What follows belongs to an exercise in optimizing a design on an open flow for small area, a short achievable clock period and few clock cycles; a production flow would make more cautious choices.
The RTL of this run was laid out without a check of its function.

<file path="flow/config.mk">
export PLATFORM = sky130hd
export DESIGN_NAME = JAM
export DESIGN_NICKNAME = JAM
export VERILOG_FILES = /design/flow/design.v
export SDC_FILE = /design/flow/constraint.sdc
export NUM_CORES = 4
export LEC_CHECK = 0
export CAP_MARGIN = 20
export CORE_MARGIN = 2
export CORE_UTILIZATION = 40
export PLACE_DENSITY = 0.6
export SLEW_MARGIN = 20
</file>
<file path="flow/design.v">
module JAM (
input CLK,
input RST,
output reg [2:0] W,
output reg [2:0] J,
input [6:0] Cost,
output reg [3:0] MatchCount,
output reg [9:0] MinCost,
output reg Valid );
localparam S_SCAN  = 3'd0;
localparam S_TRANS = 3'd1;
localparam S_UPD   = 3'd2;
localparam S_AUG   = 3'd3;
localparam S_BMP   = 3'd4;
localparam S_DFS   = 3'd5;
localparam S_IDLE  = 3'd6;
reg [2:0] st;
reg [2:0] i;                  
reg [6:0] uq [0:7];           
reg [6:0] nv [0:7];           
reg [6:0] m  [0:7];           
reg [7:0] minf;               
reg [2:0] way [0:7];          
reg [2:0] p  [0:7];           
reg [7:0] pv;                 
reg [7:0] used;               
reg [63:0] bm;                
reg [7:0] a;                  
reg [9:0] s;                  
reg [6:0] mj;                 
reg       mjinf;
reg [6:0] bestm;
reg       bestinf;
reg [2:0] bestj;
reg [3:0] f;                  
function [3:0] first_zero;    
	input [7:0] msk;
	input [3:0] lo;
	integer k;
	begin
		first_zero = 4'd0;
		for (k = 7; k >= 0; k = k - 1)
			if (!msk[k] && k >= lo)
				first_zero = {1'b1, k[2:0]};
	end
endfunction
function [3:0] first_one;
	input [7:0] msk;
	integer k;
	begin
		first_one = 4'd0;
		for (k = 7; k >= 0; k = k - 1)
			if (msk[k])
				first_one = {1'b1, k[2:0]};
	end
endfunction
wire [9:0] key  = {3'd0, Cost} + s;
wire       kfin = (key[9:7] == 3'd0);
wire       klt  = key[6:0] < mj;
wire       kltb = key[6:0] < bestm;
wire       kupd = kfin & (mjinf | klt);
wire       better = kupd ? (bestinf | kltb) : (~mjinf & (bestinf | (mj < bestm)));
wire [3:0] nxt  = first_zero(used, {1'b0, J} + 4'd1);
wire [7:0] usedb = used | (8'd1 << bestj);
wire [3:0] fzb  = first_zero(usedb, 4'd0);
wire [3:0] fou  = first_one(used);
wire [7:0] anew = {1'b0, uq[bestj]} - {1'b0, bestm};
wire [3:0] jn   = first_one(used & ~(8'd1 << J));
wire [6:0] diff = bestm - mj;
wire [2:0] wr = way[J];
reg  [2:0] nxc;
integer k;
always @(*) begin
	nxc = 3'd0;
	for (k = 0; k < 8; k = k + 1)
		if (pv[k] && p[k] == wr)
			nxc = k[2:0];
end
wire [2:0] in1 = i + 3'd1;
wire [7:0] row  = bm[{W, 3'd0} +: 8];
wire [7:0] ge   = 8'hff << f[2:0];
wire [7:0] cand = row & ~used & (f[3] ? 8'd0 : ge);
wire [3:0] c1   = first_one(cand);
wire [2:0] Wm1  = W - 3'd1;
wire [2:0] sp   = way[Wm1];
reg  [2:0] nidx;
reg  [2:0] qidx;
reg  [7:0] sub;
always @(*) begin
	nidx = nxt[2:0];
	qidx = in1;
	sub = a;
	case (st)
	S_SCAN:  begin nidx = nxt[2:0]; sub = a; end
	S_TRANS: begin nidx = pv[bestj] ? fzb[2:0] : fou[2:0]; sub = pv[bestj] ? anew : 8'd0; end
	S_UPD:   begin nidx = jn[2:0];  sub = 8'd0; end
	S_AUG:   begin nidx = 3'd0;     qidx = 3'd0; sub = (i != 3'd7) ? 8'd0 : (J == 3'd0) ? {1'b0, bestm} : {1'b0, uq[0]}; end
	default: begin nidx = J + 3'd1; qidx = (J == 3'd7) ? in1 : i; sub = {1'b0, uq[qidx]}; end
	endcase
end
wire [6:0] nport = nv[nidx];
wire [6:0] mport = m[nidx];
wire [9:0] snext = {3'd0, nport} - {{2{sub[7]}}, sub};
always @(posedge CLK or posedge RST) begin
	if (RST) begin
		st <= S_SCAN;
		i <= 3'd0;
		W <= 3'd0;
		J <= 3'd0;
		a <= 8'd0;
		s <= 10'd0;
		mj <= 7'd0;
		mjinf <= 1'b1;
		minf <= 8'hff;
		bestinf <= 1'b1;
		bestm <= 7'd0;
		bestj <= 3'd0;
		used <= 8'd0;
		pv <= 8'd0;
		f <= 4'd0;
		for (k = 0; k < 8; k = k + 1)
			nv[k] <= 7'd0;
		MinCost <= 10'd0;
		MatchCount <= 4'd0;
		Valid <= 1'b0;
	end else begin
		case (st)
		S_SCAN: begin
			if (kupd) begin
				m[J] <= key[6:0];
				minf[J] <= 1'b0;
				way[J] <= W;
			end
			if (better) begin
				bestm <= kupd ? key[6:0] : mj;
				bestj <= J;
				bestinf <= 1'b0;
			end
			if (nxt[3]) begin
				J <= nxt[2:0];
				s <= snext;
				mj <= mport;
				mjinf <= minf[nxt[2:0]];
			end else
				st <= S_TRANS;
		end
		S_TRANS: begin
			bestinf <= 1'b1;
			if (pv[bestj]) begin
				a <= anew;
				used[bestj] <= 1'b1;
				W <= p[bestj];
				J <= fzb[2:0];
				s <= snext;
				mj <= mport;
				mjinf <= minf[fzb[2:0]];
				st <= S_SCAN;
			end else begin
				MinCost <= MinCost + {3'd0, bestm};
				if (fou[3]) begin
					J <= fou[2:0];
					s <= snext;
					mj <= mport;
					st <= S_UPD;
				end else begin
					J <= bestj;
					st <= S_AUG;
				end
			end
		end
		S_UPD: begin
			nv[J] <= s[6:0] + diff;
			uq[J] <= uq[J] + diff;
			used[J] <= 1'b0;
			if (jn[3]) begin
				J <= jn[2:0];
				s <= snext;
				mj <= mport;
			end else begin
				J <= bestj;
				st <= S_AUG;
			end
		end
		S_AUG: begin
			p[J] <= wr;
			pv[J] <= 1'b1;
			if (wr == i) begin
				uq[J] <= bestm;
				minf <= 8'hff;
				mjinf <= 1'b1;
				a <= 8'd0;
				J <= 3'd0;
				s <= snext;
				if (i == 3'd7) begin
					i <= 3'd0;
					W <= (J == 3'd0) ? wr : p[0];
					st <= S_BMP;
				end else begin
					i <= i + 3'd1;
					W <= i + 3'd1;
					st <= S_SCAN;
				end
			end else begin
				uq[J] <= uq[nxc];
				J <= nxc;
			end
		end
		S_BMP: begin
			bm[{i, J}] <= (key == 10'd0);
			J <= J + 3'd1;
			s <= snext;
			if (J == 3'd7) begin
				i <= in1;
				W <= p[in1];
				if (i == 3'd7) begin
					W <= 3'd0;
					f <= 4'd0;
					st <= S_DFS;
				end
			end
		end
		S_DFS: begin
			if (c1[3] && W != 3'd7) begin
				way[W] <= c1[2:0];
				used[c1[2:0]] <= 1'b1;
				W <= W + 3'd1;
				f <= 4'd0;
			end else begin
				if (c1[3])
					MatchCount <= MatchCount + 4'd1;
				if (W == 3'd0) begin
					Valid <= 1'b1;
					st <= S_IDLE;
				end else begin
					W <= Wm1;
					used[sp] <= 1'b0;
					f <= {1'b0, sp} + 4'd1;
				end
			end
		end
		default: ;
		endcase
	end
end
endmodule
</file>
<file path="flow/constraint.sdc">
create_clock -name core_clock -period 5.0 [get_ports {CLK}]
set_input_delay 1.0000 -clock core_clock [delete_from_list [all_inputs] [get_ports {CLK}]]
set_output_delay 1.0000 -clock core_clock [all_outputs]
set_load 0.01 [all_outputs]
</file>
<file path="flow/run.sh">
#!/bin/bash
# synth_recipe.tcl (not shown) runs the flow's synth.tcl, then flattens the netlist and writes it again
# the make line also repeats each setting of config.mk as NAME=value (left out here)
make -C /OpenROAD-flow-scripts/flow DESIGN_CONFIG=/design/flow/config.mk WORK_HOME=/design/flow/orfs CLKGATE_MAP_FILE= SYNTH_SCRIPT=/design/flow/synth_recipe.tcl finish
</file>
==> results.cfg <==
[synthesis]
yosysWarnings = 6
synth.distinct_cells = 101
yosysTopAreaCell = edfxtp_1
syn_area_per_cell_um2 = 10.3
synth_seq_cells = 371
synth_area_leaders = edfxtp_1 29%, dfrtp_1 15%, ha_1 5.6%
syn_nets = 2362
yosysTopAreaCellShare_pct = 29.1
synth_edf_count = 224
synth_seq_area_share_pct = 45.1
syn_inst = 2243
yosys_most_used_dff = edfxtp_1
synth_area_um2 = 23100
ys_async_sr_fraction_pct = 39.6

[clock_tree]
cts.clk_slew.worst_paths_ns = 0.07
htreeDepth = 2
cts_tree = done
clk_path_buf_depth = 3
holdBufCountCts = 0
cts_num_sinks = 371
worstSkewPairLatency_ns = 0.60
cts-root-buf = clkbuf_16
numCtsBuffers = 43

[timing]
worstMarginPinSlew_ns = 1.07
setup_viol = 0
hold_viol = 0
post-route-min-period_ns = 4.83
slew_violations = 0
fin_crit_sh_pct = 96.5
slew_headroom_pct = 28.2
tns_ns = 0
finClkSkew_ns = 0.0330
max_freq_ghz = 0.207
setup_ws_ns = 0.175
worst_hold_slack_ns = 0.469

[cells_and_area]
final_cell_mix = 251 x nand2_1, 224 x edfxtp_1, 201 x o21ai_0
seq_area_um2 = 10400
areaGrowthSynthToFinish_pct = 15.5
antenna_cells = 0
fillers = 5324
final_core_util_pct = 46.5
multi_input_area_um2 = 11900
drive_gt1_share_pct = 17.0
fin_cells = 3155
nets = 2474
fin_area_um2 = 26700
layout_commonest_cell = nand2_1

[hold_path]
hp-class = reg -> reg
worstHoldPathCells = 1
hp-start = MatchCount[3]

[worst_setup_path]
startpoint = J[0]
r2r_cells = 24
critical_path_class = reg -> reg
cp_slowest_stage_delay_ns = 0.46
crit_top_cell = a21o_1
path_max_fanout = 6
path_depth = 24
critPathSlowestCell = dfrtp_2
path_buf_inv = 4
critPathArrivalTime_ns = 5.28
endpoint_kind = flip-flop
worstPathCellList = ha_1 -> ha_2 -> nor2b_1 -> o22ai_1 -> nand2b_1 -> a221oi_1 -> buf_4 -> a21o_1 -> o22ai_4 -> buf_12 -> buf_4 -> mux2_2 -> o21ai_0 -> mux2_2 -> inv_1 -> ha_1 -> a21o_1 -> a21oi_1 -> o21bai_1 -> a21o_1 -> a21o_1 -> a21oi_1 -> xnor2_1 -> a21oi_1
r2r_start = J[0]
crit_path_start_kind = flip-flop
cp_top_family = compound AO/OA/AOI/OAI gates
required_ns = 5.45

[floorplan]
pin_count = 30
die_x_um = 244
start_util_pct = 40.2
fp.dieH_um = 244
num_rows = 88
dieArea_um2 = 59700
coreArea_um2 = 57400

[detailed_routing]
vias = 19137
drt_iter0_drc = 1965
drt-pass1-iter-count = 7
ant_nets = 0
drt-total-wl_um = 76500
routed_via_density = 6.07
drc_errors = 0
wl_per_cell_um = 24.2

[placement]
dp_worst_setup_slack_ns = -0.0971
portBuffers = 29
place_congestion = 0.966
hpwlAfterDp_um = 55900
post_dp_cell_area_um2 = 25100
place_inst = 3071

[grt]
grt-ovfl-total = 0
grt_max_degree = 156
antenna_found_initial = 0
grt_usage_pct = 25.5
grt_pass1_vias = 19072
grt_pass1_wl_um = 117000

[flow_run]
maxCapViolations = 0

[outcome]
status = timing/DRC/antenna clean
[layer usage]
metal,wire (um),global-route usage [%]
met5,0,0
met4,3420,11.0
met3,5600,4.41
met2,36000,42.1
met1,31500,32.9
[layout make-up]
class	instances	area share (%)
Clock inverter	30	1.26
Tap cell	765	3.59
Multi-Input combinational cell	1662	44.7
Inverter	85	1.23
Sequential cell	371	39.1
Clock buffer	50	4.17
Timing Repair Buffer	192	5.91
[worst register-to-register path, delay by kind of cell, from the launching register on]
| family | cells | cell delay, ns |
|---|---|---|
| DFF | 1 | 0.46 |
| adders and majority gates | 3 | 0.99 |
| AOI/OAI and AO/OA | 12 | 1.90 |
| buffers and inverters | 4 | 0.45 |
| and+or+nand+nor | 2 | 0.23 |
| xor gates and xnor gates | 1 | 0.14 |
| muxes | 2 | 0.55 |
[Yosys cell counts (15+ instances only)]
cell type,instances
mux2i_1,83
o22ai_1,22
clkbuf_1,84
inv_1,80
o21ai_1,16
o31ai_1,15
a222oi_1,30
a21o_1,44
buf_2,19
dfrtp_1,137
xnor2_1,37
nand3_1,24
a22o_1,15
xor2_1,16
o21ai_0,204
a22oi_1,29
nor2b_1,31
a211oi_1,23
mux4_2,26
o21bai_1,22
nor3_1,38
mux2_2,73
nand2b_1,24
nand2_1,251
edfxtp_1,224
a221oi_1,21
ha_1,103
a31oi_1,25
a21oi_1,119
nor2_1,135
[cell families after synthesis]
logic type | share of synthesized area (%)
AOI/OAI and AO/OA | 20.6
xor gates and xnor gates | 2.11
adders and majority gates | 6.19
buffers and inverters | 3.78
DFF | 45.1
muxes | 9.89
and+or+nand+nor | 12.3
[state kept, by name, indices dropped and copies added, names as in the netlist, 9 cells and up]
register	flops
bm	64
m	56
nv	56
uq	56
p	24
way	24
MinCost	10
s	9
[path summary, 6_finish.rpt]
kind | end | slack, ns
min in group asynchronous | st[1] | 1.66
setup / recovery | s[7] | 0.17
hold / removal | MatchCount[3] | 0.47
max in group asynchronous | nv[3][4] | 2.65
setup reg to reg | s[7] | 0.17
hold reg to reg | MatchCount[3] | 0.47
[timing repair]
action,in CTS,in global routing
setup buffers,0,4
gates resized for setup,2,17
setup endpoints to repair,10,36
pin swaps,0,2

[port drivers added, routing unchanged]
In the flow no input, the clock included, has a driving cell. The finished layout below was timed again as built, in two steps.
Step 1 assumes that a clkbuf_16 drives the clock port and a buf_2 every other input.
Step 2 adds t to the input delays and takes it off the output delays; t is the mean of the earliest and latest rising clock arrival at the registers after step 1. Input paths then give back, and output paths get back, about the clock's delay inside the block.
a / b / c = no drivers / after step 1 / after step 2; a / b = the first two.
shift t [ns]: 0.644
setup WS [ns]: 0.175 / 0.175 / -0.114
worst data-port slew with drivers (ns): 0.04
Met with ideal ports but missed after step 2: setup timing in this run. For this run, drivers alone change the setup slack by 0.000 ns; drivers and shift together by -0.289 ns.
